Background: an optimization exercise with open tools, aiming at small area, a short achievable clock period and few clock cycles per item. Do not read the settings as production practice.

## job 2181
==> flow/design.v <==
module cordic #(parameter WIDTH = 32, ITER = 16)(
    input clk,
    input rst,
    input start,
    input mode,  
    input signed [WIDTH-1:0] x_in,
    input signed [WIDTH-1:0] y_in,
    input signed [WIDTH-1:0] z_in,
    output signed [WIDTH-1:0] x_out,
    output signed [WIDTH-1:0] y_out,
    output signed [WIDTH-1:0] z_out,
    output reg done
);
    localparam signed [WIDTH-1:0] K = 32'sd19898;   
    reg signed [WIDTH-1:0] x, y, z;
    reg [3:0] i;       
    reg busy;
    reg mode_r;        
    function signed [WIDTH-1:0] atan_table;
        input [3:0] idx;
        case (idx)
            4'd0:  atan_table = 32'sd25736;
            4'd1:  atan_table = 32'sd15192;
            4'd2:  atan_table = 32'sd8027;
            4'd3:  atan_table = 32'sd4074;
            4'd4:  atan_table = 32'sd2045;
            4'd5:  atan_table = 32'sd1023;
            4'd6:  atan_table = 32'sd511;
            4'd7:  atan_table = 32'sd256;
            4'd8:  atan_table = 32'sd128;
            4'd9:  atan_table = 32'sd64;
            4'd10: atan_table = 32'sd32;
            4'd11: atan_table = 32'sd16;
            4'd12: atan_table = 32'sd8;
            4'd13: atan_table = 32'sd4;
            4'd14: atan_table = 32'sd2;
            default: atan_table = 32'sd1;
        endcase
    endfunction
    function [WIDTH-1:0] addsub;
        input [WIDTH-1:0] a;
        input [WIDTH-1:0] b;
        input sub;
        reg [WIDTH-1:0] bb, p, g, pp, gg, pn, gn;
        begin
            bb = b ^ {WIDTH{sub}};
            p = a ^ bb;
            g = a & bb;
            g[0] = g[0] | (p[0] & sub);
            gg = g; pp = p; gn = g; pn = p;
                gn[1] = gg[1] | (pp[1] & gg[0]); pn[1] = pp[1] & pp[0];
                gn[3] = gg[3] | (pp[3] & gg[2]); pn[3] = pp[3] & pp[2];
                gn[5] = gg[5] | (pp[5] & gg[4]); pn[5] = pp[5] & pp[4];
                gn[7] = gg[7] | (pp[7] & gg[6]); pn[7] = pp[7] & pp[6];
                gn[9] = gg[9] | (pp[9] & gg[8]); pn[9] = pp[9] & pp[8];
                gn[11] = gg[11] | (pp[11] & gg[10]); pn[11] = pp[11] & pp[10];
                gn[13] = gg[13] | (pp[13] & gg[12]); pn[13] = pp[13] & pp[12];
                gn[15] = gg[15] | (pp[15] & gg[14]); pn[15] = pp[15] & pp[14];
                gn[17] = gg[17] | (pp[17] & gg[16]); pn[17] = pp[17] & pp[16];
                gn[19] = gg[19] | (pp[19] & gg[18]); pn[19] = pp[19] & pp[18];
                gn[21] = gg[21] | (pp[21] & gg[20]); pn[21] = pp[21] & pp[20];
                gn[23] = gg[23] | (pp[23] & gg[22]); pn[23] = pp[23] & pp[22];
                gn[25] = gg[25] | (pp[25] & gg[24]); pn[25] = pp[25] & pp[24];
                gn[27] = gg[27] | (pp[27] & gg[26]); pn[27] = pp[27] & pp[26];
                gn[29] = gg[29] | (pp[29] & gg[28]); pn[29] = pp[29] & pp[28];
                gn[31] = gg[31] | (pp[31] & gg[30]); pn[31] = pp[31] & pp[30];
                gg = gn; pp = pn;
                gn[3] = gg[3] | (pp[3] & gg[1]); pn[3] = pp[3] & pp[1];
                gn[7] = gg[7] | (pp[7] & gg[5]); pn[7] = pp[7] & pp[5];
                gn[11] = gg[11] | (pp[11] & gg[9]); pn[11] = pp[11] & pp[9];
                gn[15] = gg[15] | (pp[15] & gg[13]); pn[15] = pp[15] & pp[13];
                gn[19] = gg[19] | (pp[19] & gg[17]); pn[19] = pp[19] & pp[17];
                gn[23] = gg[23] | (pp[23] & gg[21]); pn[23] = pp[23] & pp[21];
                gn[27] = gg[27] | (pp[27] & gg[25]); pn[27] = pp[27] & pp[25];
                gn[31] = gg[31] | (pp[31] & gg[29]); pn[31] = pp[31] & pp[29];
                gg = gn; pp = pn;
                gn[7] = gg[7] | (pp[7] & gg[3]); pn[7] = pp[7] & pp[3];
                gn[15] = gg[15] | (pp[15] & gg[11]); pn[15] = pp[15] & pp[11];
                gn[23] = gg[23] | (pp[23] & gg[19]); pn[23] = pp[23] & pp[19];
                gn[31] = gg[31] | (pp[31] & gg[27]); pn[31] = pp[31] & pp[27];
                gg = gn; pp = pn;
                gn[15] = gg[15] | (pp[15] & gg[7]); pn[15] = pp[15] & pp[7];
                gn[31] = gg[31] | (pp[31] & gg[23]); pn[31] = pp[31] & pp[23];
                gg = gn; pp = pn;
                gn[31] = gg[31] | (pp[31] & gg[15]); pn[31] = pp[31] & pp[15];
                gg = gn; pp = pn;
                gn[23] = gg[23] | (pp[23] & gg[15]); pn[23] = pp[23] & pp[15];
                gg = gn; pp = pn;
                gn[11] = gg[11] | (pp[11] & gg[7]); pn[11] = pp[11] & pp[7];
                gn[19] = gg[19] | (pp[19] & gg[15]); pn[19] = pp[19] & pp[15];
                gn[27] = gg[27] | (pp[27] & gg[23]); pn[27] = pp[27] & pp[23];
                gg = gn; pp = pn;
                gn[5] = gg[5] | (pp[5] & gg[3]); pn[5] = pp[5] & pp[3];
                gn[9] = gg[9] | (pp[9] & gg[7]); pn[9] = pp[9] & pp[7];
                gn[13] = gg[13] | (pp[13] & gg[11]); pn[13] = pp[13] & pp[11];
                gn[17] = gg[17] | (pp[17] & gg[15]); pn[17] = pp[17] & pp[15];
                gn[21] = gg[21] | (pp[21] & gg[19]); pn[21] = pp[21] & pp[19];
                gn[25] = gg[25] | (pp[25] & gg[23]); pn[25] = pp[25] & pp[23];
                gn[29] = gg[29] | (pp[29] & gg[27]); pn[29] = pp[29] & pp[27];
                gg = gn; pp = pn;
                gn[2] = gg[2] | (pp[2] & gg[1]); pn[2] = pp[2] & pp[1];
                gn[4] = gg[4] | (pp[4] & gg[3]); pn[4] = pp[4] & pp[3];
                gn[6] = gg[6] | (pp[6] & gg[5]); pn[6] = pp[6] & pp[5];
                gn[8] = gg[8] | (pp[8] & gg[7]); pn[8] = pp[8] & pp[7];
                gn[10] = gg[10] | (pp[10] & gg[9]); pn[10] = pp[10] & pp[9];
                gn[12] = gg[12] | (pp[12] & gg[11]); pn[12] = pp[12] & pp[11];
                gn[14] = gg[14] | (pp[14] & gg[13]); pn[14] = pp[14] & pp[13];
                gn[16] = gg[16] | (pp[16] & gg[15]); pn[16] = pp[16] & pp[15];
                gn[18] = gg[18] | (pp[18] & gg[17]); pn[18] = pp[18] & pp[17];
                gn[20] = gg[20] | (pp[20] & gg[19]); pn[20] = pp[20] & pp[19];
                gn[22] = gg[22] | (pp[22] & gg[21]); pn[22] = pp[22] & pp[21];
                gn[24] = gg[24] | (pp[24] & gg[23]); pn[24] = pp[24] & pp[23];
                gn[26] = gg[26] | (pp[26] & gg[25]); pn[26] = pp[26] & pp[25];
                gn[28] = gg[28] | (pp[28] & gg[27]); pn[28] = pp[28] & pp[27];
                gn[30] = gg[30] | (pp[30] & gg[29]); pn[30] = pp[30] & pp[29];
                gg = gn; pp = pn;
            addsub = p ^ {gg[WIDTH-2:0], sub};
        end
    endfunction
    wire signed [WIDTH-1:0] xs = x >>> i;
    wire signed [WIDTH-1:0] ys = y >>> i;
    wire d = mode_r ? y[WIDTH-1] : ~z[WIDTH-1];
    wire signed [WIDTH-1:0] xn = addsub(x, ys, d);
    wire signed [WIDTH-1:0] yn = addsub(y, xs, ~d);
    wire signed [WIDTH-1:0] zn = addsub(z, atan_table(i), d);
    wire load = start & ~busy;
    always @(posedge clk) begin
        if (load) begin
            x <= mode ? x_in : K;
            y <= mode ? y_in : {WIDTH{1'b0}};
            z <= mode ? {WIDTH{1'b0}} : z_in;
        end else begin
            x <= xn;
            y <= yn;
            z <= zn;
        end
    end
    always @(posedge clk or posedge rst) begin
        if (rst) begin
            busy <= 1'b0;
            done <= 1'b0;
            i <= 4'd0;
            mode_r <= 1'b0;
        end else begin
            done <= busy & (i == ITER - 1);
            if (busy)
                i <= i + 4'd1;
            if (load) begin
                busy <= 1'b1;
                mode_r <= mode;
            end else if (i == ITER - 1) begin
                busy <= 1'b0;
            end
        end
    end
    assign x_out = x;
    assign y_out = y;
    assign z_out = z;
endmodule
Settings: LEC_CHECK=0, ABC_AREA=1, CAP_MARGIN=20, CORE_MARGIN=2, CORE_UTILIZATION=40, SETUP_SLACK_MARGIN=3.5, SLEW_MARGIN=20; clock period 7.0 ns.
standard.sh (not shown) runs the stock make flow with config.mk's settings and CLKGATE_MAP_FILE= SYNTH_SCRIPT=/design/flow/synth_recipe.tcl, a recipe that flattens the netlist after the stock synthesis.
==> flow/flow/run.sh <==
#!/bin/bash
# The standard layout with two changes: plain buf_1 cells as the port buffers
# (buffer_ports otherwise picks delay buffers), and no adder-cell mapping in
# synthesis (ADDER_MAP_FILE empty), so abc maps the adders' prefix logic from
# gates instead of ha/fa cells. Registers and their names are unchanged.
# make's output goes to make.log here; each ORFS step keeps its own log under orfs/logs.
set -euo pipefail
export BUFFER_PORTS_ARGS="-buffer_cell sky130_fd_sc_hd__buf_1"
bash standard.sh ADDER_MAP_FILE= finish > make.log 2>&1
Job 2181: all stages complete, timing, DRC and antenna checks passed
diff inputs: job 2181 => job 9147
-- flow/design.v --
<<< job 2181, line 15
    reg signed [WIDTH-1:0] x, y, z;
    reg [3:0] i;       
    reg busy;
    reg mode_r;        
>>> job 9147, line 15
    reg signed [WIDTH-1:0] x, y, z;
    reg [3:0] i;       
    reg [3:0] ix, iy;  
    reg busy;
    reg mode_r;        
<<< job 2181, line 118
        end
    endfunction
    wire signed [WIDTH-1:0] xs = x >>> i;
    wire signed [WIDTH-1:0] ys = y >>> i;
    wire d = mode_r ? y[WIDTH-1] : ~z[WIDTH-1];
    wire signed [WIDTH-1:0] xn = addsub(x, ys, d);
    wire signed [WIDTH-1:0] yn = addsub(y, xs, ~d);
    wire signed [WIDTH-1:0] zn = addsub(z, atan_table(i), d);
    wire load = start & ~busy;
    always @(posedge clk) begin
        if (load) begin
            x <= mode ? x_in : K;
            y <= mode ? y_in : {WIDTH{1'b0}};
            z <= mode ? {WIDTH{1'b0}} : z_in;
        end else begin
            x <= xn;
            y <= yn;
            z <= zn;
        end
    end
>>> job 9147, line 119
        end
    endfunction
    wire signed [WIDTH-1:0] xs = x >>> ix;
    wire signed [WIDTH-1:0] ys = y >>> iy;
    reg d_r, dn_r;
    wire d = d_r;
    wire signed [WIDTH-1:0] xn = addsub(x, ys, d);
    wire signed [WIDTH-1:0] yn = addsub(y, xs, dn_r);
    wire signed [WIDTH-1:0] zn = addsub(z, atan_table(i), d);
    wire load = start & ~busy;
    wire d_next = busy ? (mode_r ? yn[WIDTH-1] : ~zn[WIDTH-1])
                       : (mode ? y_in[WIDTH-1] : ~z_in[WIDTH-1]);
    always @(posedge clk) begin
        d_r <= d_next;
        dn_r <= ~d_next;
        ix <= busy ? ix + 4'd1 : 4'd0;
        iy <= busy ? iy + 4'd1 : 4'd0;
        if (busy) begin
            x <= xn;
            y <= yn;
            z <= zn;
        end else begin
            x <= mode ? x_in : K;
            y <= mode ? y_in : {WIDTH{1'b0}};
            z <= mode ? {WIDTH{1'b0}} : z_in;
        end
    end
<<< job 2181, line 144
        end else begin
            done <= busy & (i == ITER - 1);
            if (busy)
                i <= i + 4'd1;
            if (load) begin
                busy <= 1'b1;
>>> job 9147, line 152
        end else begin
            done <= busy & (i == ITER - 1);
            if (busy) begin
                i <= i + 4'd1;
            end
            if (load) begin
                busy <= 1'b1;
--- outcome ---
- Diff job 2181 -> job 9147 | number of cells after detailed placement | down slightly
- On critical path depth: job 9147 sits below job 2181.
- Compared to job 2181, job 9147 reaches a higher achievable clock.
- Summary of job 9147 over job 2181: worst endpoint required time has increased; number of inserted diodes climbed 1.
No run of this note included a check of the RTL's function; only the layout flow was run.

## re-timing with driven ports
Ports are ideal in the flow. The routed layouts listed here were re-timed in OpenROAD. Step 1 assumes that a clkbuf_16 drives the clock port and a buf_2 every other input. Step 2 times the ports against the registers' clock, not the clock port: input delays grow and output delays shrink by t, the midpoint of the rising clock arrivals with the driver on. a / b / c = ideal ports / drivers / drivers and shift; a / b = the first two.
run | t (ns) | slack for setup (ns) | worst setup path after step 2 | worst register clock-pin slew, ns
job 2181 | 0.424 | 3.692 / 3.692 / 3.379 | input to register | 0.09 / 0.09
job 9147 | 0.486 | 3.778 / 3.778 / 3.778 | register to register | 0.07 / 0.07
After both steps setup and hold are still met in every run listed. For job 2181, which loses most, drivers alone change the setup slack by 0.000 ns; drivers and shift together by -0.313 ns.
